This design comes from an exercise in tuning for small area, a short achievable clock period and few clock cycles on the open sky130 flow, not from production work. Only simulation tests tie the RTL to the original design; equivalence was not proved.

==> flow/design.v <==
module M_accel_ellipse_fill32 (
        in_bus_ack,
        in_x0,
        in_x1,
        in_y0,
        in_y1,
        in_rgba,
        in_base,
        in_xstride,
        in_ystride,
        out_bus_cyc,
        out_bus_stb,
        out_bus_adr,
        out_bus_we,
        out_bus_dat_w,
        out_bus_sel,
        in_run,
        out_done,
        reset,
        clock
    );
    input  [0:0] in_bus_ack;
    input  [15:0] in_x0;
    input  [15:0] in_x1;
    input  [15:0] in_y0;
    input  [15:0] in_y1;
    input  [31:0] in_rgba;
    input  [31:0] in_base;
    input signed [15:0] in_xstride;
    input signed [15:0] in_ystride;
    output  [0:0] out_bus_cyc;
    output  [0:0] out_bus_stb;
    output  [31:0] out_bus_adr;
    output  [0:0] out_bus_we;
    output  [31:0] out_bus_dat_w;
    output  [15:0] out_bus_sel;
    input in_run;
    output out_done;
    input reset;
    input clock;
    reg signed [31:0] _t_xx;
    reg signed [31:0] _t_yy;
    reg signed [63:0] _t_xh;
    reg  [31:0] _d_yaddr;
    reg  [31:0] _q_yaddr;
    reg signed [15:0] _d_x;
    reg signed [15:0] _q_x;
    reg signed [15:0] _d_y;
    reg signed [15:0] _q_y;
    reg signed [15:0] _d_rw;
    reg signed [15:0] _q_rw;
    reg signed [15:0] _d_rh;
    reg signed [15:0] _q_rh;
    reg signed [31:0] _d_ww;
    reg signed [31:0] _q_ww;
    reg signed [31:0] _d_hh;
    reg signed [31:0] _q_hh;
    reg signed [63:0] _d_yw;
    reg signed [63:0] _q_yw;
    reg signed [63:0] _d_wh;
    reg signed [63:0] _q_wh;
    reg  [0:0] _d_bus_cyc;
    reg  [0:0] _q_bus_cyc;
    reg  [0:0] _d_bus_stb;
    reg  [0:0] _q_bus_stb;
    reg  [31:0] _d_bus_adr;
    reg  [31:0] _q_bus_adr;
    reg  [0:0] _d_bus_we;
    reg  [0:0] _q_bus_we;
    reg  [31:0] _d_bus_dat_w;
    reg  [31:0] _q_bus_dat_w;
    reg  [15:0] _d_bus_sel;
    reg  [15:0] _q_bus_sel;
    reg  [2:0] _d__idx_fsm0,_q__idx_fsm0;
    assign out_bus_cyc = _q_bus_cyc;
    assign out_bus_stb = _q_bus_stb;
    assign out_bus_adr = _q_bus_adr;
    assign out_bus_we = _q_bus_we;
    assign out_bus_dat_w = _q_bus_dat_w;
    assign out_bus_sel = _q_bus_sel;
    assign out_done = (_q__idx_fsm0 == 0)
           ;
    always @* begin
        _d_yaddr = _q_yaddr;
        _d_x = _q_x;
        _d_y = _q_y;
        _d_rw = _q_rw;
        _d_rh = _q_rh;
        _d_ww = _q_ww;
        _d_hh = _q_hh;
        _d_yw = _q_yw;
        _d_wh = _q_wh;
        _d_bus_cyc = _q_bus_cyc;
        _d_bus_stb = _q_bus_stb;
        _d_bus_adr = _q_bus_adr;
        _d_bus_we = _q_bus_we;
        _d_bus_dat_w = _q_bus_dat_w;
        _d_bus_sel = _q_bus_sel;
        _d__idx_fsm0 = _q__idx_fsm0;
        _t_xx = 0;
        _t_yy = 0;
        _t_xh = 0;
        (* full_case *)
        case (_q__idx_fsm0)
            1: begin
                _d_bus_cyc = 0;
                _d_bus_stb = 0;
                _d_bus_sel = 65535;
                _d_rh = (in_y1-in_y0)>>1;
                _d_rw = (in_x1-in_x0)>>1;
                _d_ww = _d_rw*_d_rw;
                _d_hh = _d_rh*_d_rh;
                _d_wh = (_d_ww)*(_d_hh);
                _d_yaddr = in_base;
                _d_y = -_d_rh;
                _d__idx_fsm0 = 2;
            end
            2: begin
                if (_q_y<_q_rh) begin
                    _d_bus_adr = (_q_yaddr);
                    _t_yy = _q_y*_q_y;
                    _d_yw = (_t_yy)*(_q_ww);
                    _d_x = -_q_rw;
                    _d__idx_fsm0 = 4;
                end else begin
                    _d__idx_fsm0 = 0;
                end
            end
            4: begin
                if (_q_x<_q_rw) begin
                    _t_xx = _q_x*_q_x;
                    _t_xh = (_t_xx)*(_q_hh);
                    if (_t_xh+_q_yw<_q_wh) begin
                        _d_bus_dat_w = in_rgba;
                        _d_bus_we = 1;
                        _d_bus_stb = 1;
                        _d_bus_cyc = 1;
                        if (!((_d_bus_stb&&_d_bus_we)&&!(_d_bus_stb&&in_bus_ack&&_d_bus_we))) begin
                            _d_bus_stb = 0;
                            _d_bus_adr = (_q_bus_adr+(in_xstride));
                            _d_x = _q_x+1;
                        end else begin
                        end
                    end else begin
                        _d_bus_adr = (_q_bus_adr+(in_xstride));
                        _d_x = _q_x+1;
                    end
                    _d__idx_fsm0 = 4;
                end else begin
                    _d__idx_fsm0 = 5;
                end
            end
            3: begin
                _d__idx_fsm0 = 0;
            end
            5: begin
                if (((_q_bus_stb&&_q_bus_we)&&!(_q_bus_stb&&in_bus_ack&&_q_bus_we))) begin
                    _d__idx_fsm0 = 5;
                end else begin
                    _d__idx_fsm0 = 6;
                end
            end
            6: begin
                _d_bus_cyc = 0;
                _d_bus_stb = 0;
                _d_yaddr = _q_yaddr+in_ystride;
                _d_y = _q_y+1;
                _d__idx_fsm0 = 2;
            end
            0: begin
            end
            default: begin
                _d__idx_fsm0 = {3{1'bx}};
            end
        endcase
    end
    always @(posedge clock) begin
        _q_yaddr <= _d_yaddr;
        _q_x <= _d_x;
        _q_y <= _d_y;
        _q_rw <= _d_rw;
        _q_rh <= _d_rh;
        _q_ww <= _d_ww;
        _q_hh <= _d_hh;
        _q_yw <= _d_yw;
        _q_wh <= _d_wh;
        _q_bus_cyc <= reset ? 1'b0 : _d_bus_cyc;
        _q_bus_stb <= reset ? 1'b0 : _d_bus_stb;
        _q_bus_adr <= _d_bus_adr;
        _q_bus_we <= _d_bus_we;
        _q_bus_dat_w <= _d_bus_dat_w;
        _q_bus_sel <= _d_bus_sel;
        _q__idx_fsm0 <= reset ? 0 : ( ~in_run ? 1 : _d__idx_fsm0);
    end
endmodule
==> flow/run.sh <==
#!/bin/bash
# synth_recipe.tcl (not shown) runs the flow's synth.tcl, then flattens the netlist and writes it again
# the make line also repeats each setting of config.mk as NAME=value (left out here)
make -C /OpenROAD-flow-scripts/flow DESIGN_CONFIG=/design/flow/config.mk WORK_HOME=/design/flow/orfs CLKGATE_MAP_FILE= SYNTH_SCRIPT=/design/flow/synth_recipe.tcl finish
==> flow/config.mk <==
export PLATFORM = sky130hd
export DESIGN_NAME = M_accel_ellipse_fill32
export DESIGN_NICKNAME = M_accel_ellipse_fill32
export VERILOG_FILES = /design/flow/design.v
export SDC_FILE = /design/flow/constraint.sdc
export NUM_CORES = 4
export LEC_CHECK = 0
export CAP_MARGIN = 20
export CORE_MARGIN = 2
export CORE_UTILIZATION = 40
export SLEW_MARGIN = 20
==> flow/constraint.sdc <==
create_clock -name core_clock -period 20.0 [get_ports {clock}]
set_input_delay 4.0000 -clock core_clock [delete_from_list [all_inputs] [get_ports {clock}]]
set_output_delay 4.0000 -clock core_clock [all_outputs]
set_load 0.01 [all_outputs]
==> summary.md <==
| Metric | Value |
|---|---|
| Clock Skew | `0.0389 ns` |
| Post-CTS Setup Inserts | `0` |
| CP dominant cell by count | `fa_1` |
| Top cells by area, synth | `fa_1 48%, inv_1 11%, ha_1 11%, edfxtp_1 6.9%, nand2_1 5.6%` |
| Max-slew headroom | `21.7%` |
| Max Fclk | `52.3 MHz` |
| Largest net degree at the start of global routing | `144` |
| Die width | `608 um` |
| Leading cell types in the layout, fill and taps excluded | `4234 x inv_1, 3515 x fa_1, 2157 x nand2_1` |
| Core area | `0.363 mm2` |
| Die area | `0.369 mm2` |
| Final instance area | `0.157 mm2` |
| WL/cell | `19.8 um` |
| Worst hold path type | `register to register` |
| FF+latch count, synth | `341` |
| Global Route Usage Sum | `22.9%` |
| Leading area contributor after synthesis | `fa_1` |
| PortBufs | `230` |
| Tcrit/Tclk final | `95.7%` |
| Post-DR vias/cell | `5.03` |
| Area added between synthesis and finish | `7.44%` |
| Max stage delay cell, worst path | `fa_1` |
| Final core utilization | `43.2%` |
| CP required | `20.44 ns` |
| DRT Pass-1 Iters | `8` |
| # hold bufs at CTS | `0` |
| Ys async rst share | `0%` |
| Post-DRT Antenna Nets | `0` |
| Mapped Avg Cell Area | `9.19 um2` |
| Register area share after synthesis | `6.99%` |
| Fill cells | `35562` |
| I/O pin cnt | `248` |
| Final setup violation count | `0` |
| WP data arrival | `19.57 ns` |
| Reg area | `0.0102 mm2` |
| H-tree Lvls | `2` |
| Num CTS Buffers | `50` |
| Layout cell share with drive strength beyond 1 | `3.72%` |
| Cell count after synthesis | `15853` |
| Dpl cell area | `0.155 mm2` |
| GPL Wtd Cong | `0.938` |
| Synth Flop Type | `edfxtp_1` |
| Initial antenna violation count | `10` |
| Initial core utilization | `40.2%` |
| Via count | `103857` |
| Worst slew pin tran | `1.16 ns` |
| Clock sinks | `341` |
| Post-Route WL | `409000 um` |
| Die Height | `608 um` |
| Area occupied by multi-input gates | `0.118 mm2` |
| Most common cell after layout, fill and taps aside | `inv_1` |
| Vias in the first global route | `112723` |
| Worst Path Max Fanout | `6` |
| Max-Cap Viols | `0` |
| Rows | `221` |
| Crit start category | `input pin` |
| Hpwl dp | `334000 um` |
| Clock-pin slew of the registers on the worst-case setup and hold paths | `0.06 ns` |
| Final hold vios | `0` |
| CTS max path bufs | `3` |
| First-pass GRT wire length | `655000 um` |
| Clock latency (worst-skew pair) | `0.73 ns` |
| Status | `complete, no violations` |
| Max stage delay on crit path | `0.56 ns` |
| Initial DRC count | `6900` |
| Mapped cell area | `0.146 mm2` |
| Root Driver | `clkbuf_16` |
| CP Class | `input pin to register` |
| Final layout net count | `20729` |
| RSZ-0062 raised after global routing | `no` |
| Crit end category | `register` |
| CTS tree | `yes` |
| Share of the synthesized area in the top cell type | `48.3%` |
| Ys Warns | `1` |
| Post-synth EDFFs | `336` |
| Library cells used by synthesis | `93` |
| Post-route DRC | `0` |
| Slew Viols, Final | `0` |
| Global route overflow | `0` |
| Fin crit period | `19.13 ns` |
-- registers in the layout, summed over array words and instances, names as in the netlist --
name	count
_q_bus_adr	32
_q_hh	28
_q_ww	28
_q_x	16
_q_yaddr	32
_q_bus_dat_w	32
_q_rw	15
_q_yw	63
_q_y	16
_q__idx_fsm0	3
_q_bus_stb	1
_q_bus_cyc	1
_q_rh	15
_q_wh	59
-- path summary, 6_finish.rpt --
check                  start              to  slack (ns)  cells past startpoint
setup / recovery    in_x0[1]       _q_wh[47]        0.87                     55
hold / removal    _q_bus_cyc      _q_bus_cyc        0.48                      1
setup reg to reg    _q_x[11]  _q_bus_adr[12]        0.92                     63
hold reg to reg   _q_bus_cyc      _q_bus_cyc        0.48                      1
-- layout make-up --
cell class / instances / area share, %
antenna: 14 / 0.0224
multi-input combinational: 10594 / 75.3
clock buffer: 62 / 0.874
timing repair buffer: 561 / 3.09
tap: 4794 / 3.83
sequential: 341 / 6.51
inverter: 4259 / 10.2
clock inverter: 32 / 0.198
-- metal layers --
layer	up-vias	wire (um)	track usage (%)
li1	46315	-	-
met1	53617	173000	30.8
met2	3258	191000	37.8
met3	665	28500	3.63
met4	2	15700	7.38
met5	-	17	0
-- through the flow --
stage | hold WS (ns) | cells | setup TNS, ns | setup slack, ns
2_1_floorplan | 0.492 | 15906 | 0 | 1.19
3_3_place_gp | 0.463 | 20549 | 0 | 0.154
3_5_place_dp | 0.470 | 20549 | -0.0118 | -0.0118
4_1_cts | 0.485 | 20643 | 0 | 0.740
5_1_grt | 0.497 | 20645 | 0 | 0.0318
6_report | 0.479 | 20657 | 0 | 0.866
-- critical path, delay by kind of cell --
kind / cells / cell delay (ns)
AO/OA/AOI/OAI: 17 / 3.53
AND/OR/NAND/NOR: 8 / 2.24
XOR/XNOR: 3 / 0.73
adder cells (fa/ha/maj): 17 / 7.90
buffers and inverters: 10 / 1.15
-- cells in the mapped netlist, types with 134 or more instances --
cell type  instances
a21o_1           167
a21oi_1          346
and2_1           798
clkbuf_1         668
edfxtp_1         336
fa_1            3515
ha_1            1243
inv_1           4236
nand2_1         2157
nand3_1          134
nor2_1           512
o21ai_0          225
xnor2_1          334
-- timing repair --
action | CTS | global route
setup endpoints to repair | 0 | 1
endpoints found under the hold margin | 0 | 0
resized for setup | 0 | 4
-- cells by family after synthesis --
group / after synthesis / share of synthesized area (%)
AOI/OAI and AO/OA: 1100 / 4.83
xor gates and xnor gates: 464 / 2.83
adders and majority gates: 4761 / 59.0
buffers and inverters: 4971 / 12.9
DFF: 341 / 6.99
muxes: 9 / 0.0635
other: 2 / 0.00515
and+or+nand+nor: 4205 / 13.4
Testbench counts, summed over its fixed seeds: cycles 1,510,770.

-- port drivers added, routing unchanged --
In the flow no input, the clock included, has a driving cell. The finished layout below was timed again as built, in two steps.
Step 1 (the two cells are an assumption about what drives the block):
set clk [get_ports {clock}]
set_driving_cell -lib_cell sky130_fd_sc_hd__clkbuf_16 $clk
set_driving_cell -lib_cell sky130_fd_sc_hd__buf_2 [delete_from_list [all_inputs] $clk]
Step 2, shift: input delay + t, output delay - t, t = (earliest + latest rising clock arrival at the registers) / 2. This alone moves slack from input paths to output paths.
a / b / c = ideal ports / drivers / drivers and shift; a / b = the first two.
t, ns: 0.818
setup slack, ns: 0.866 / 0.924 / 0.131
worst hold slack (ns): 0.479 / 0.479 / 0.479
After both steps this run still meets setup and hold. The setup slack of this run moves by +0.058 ns with the drivers and by -0.735 ns with both steps.
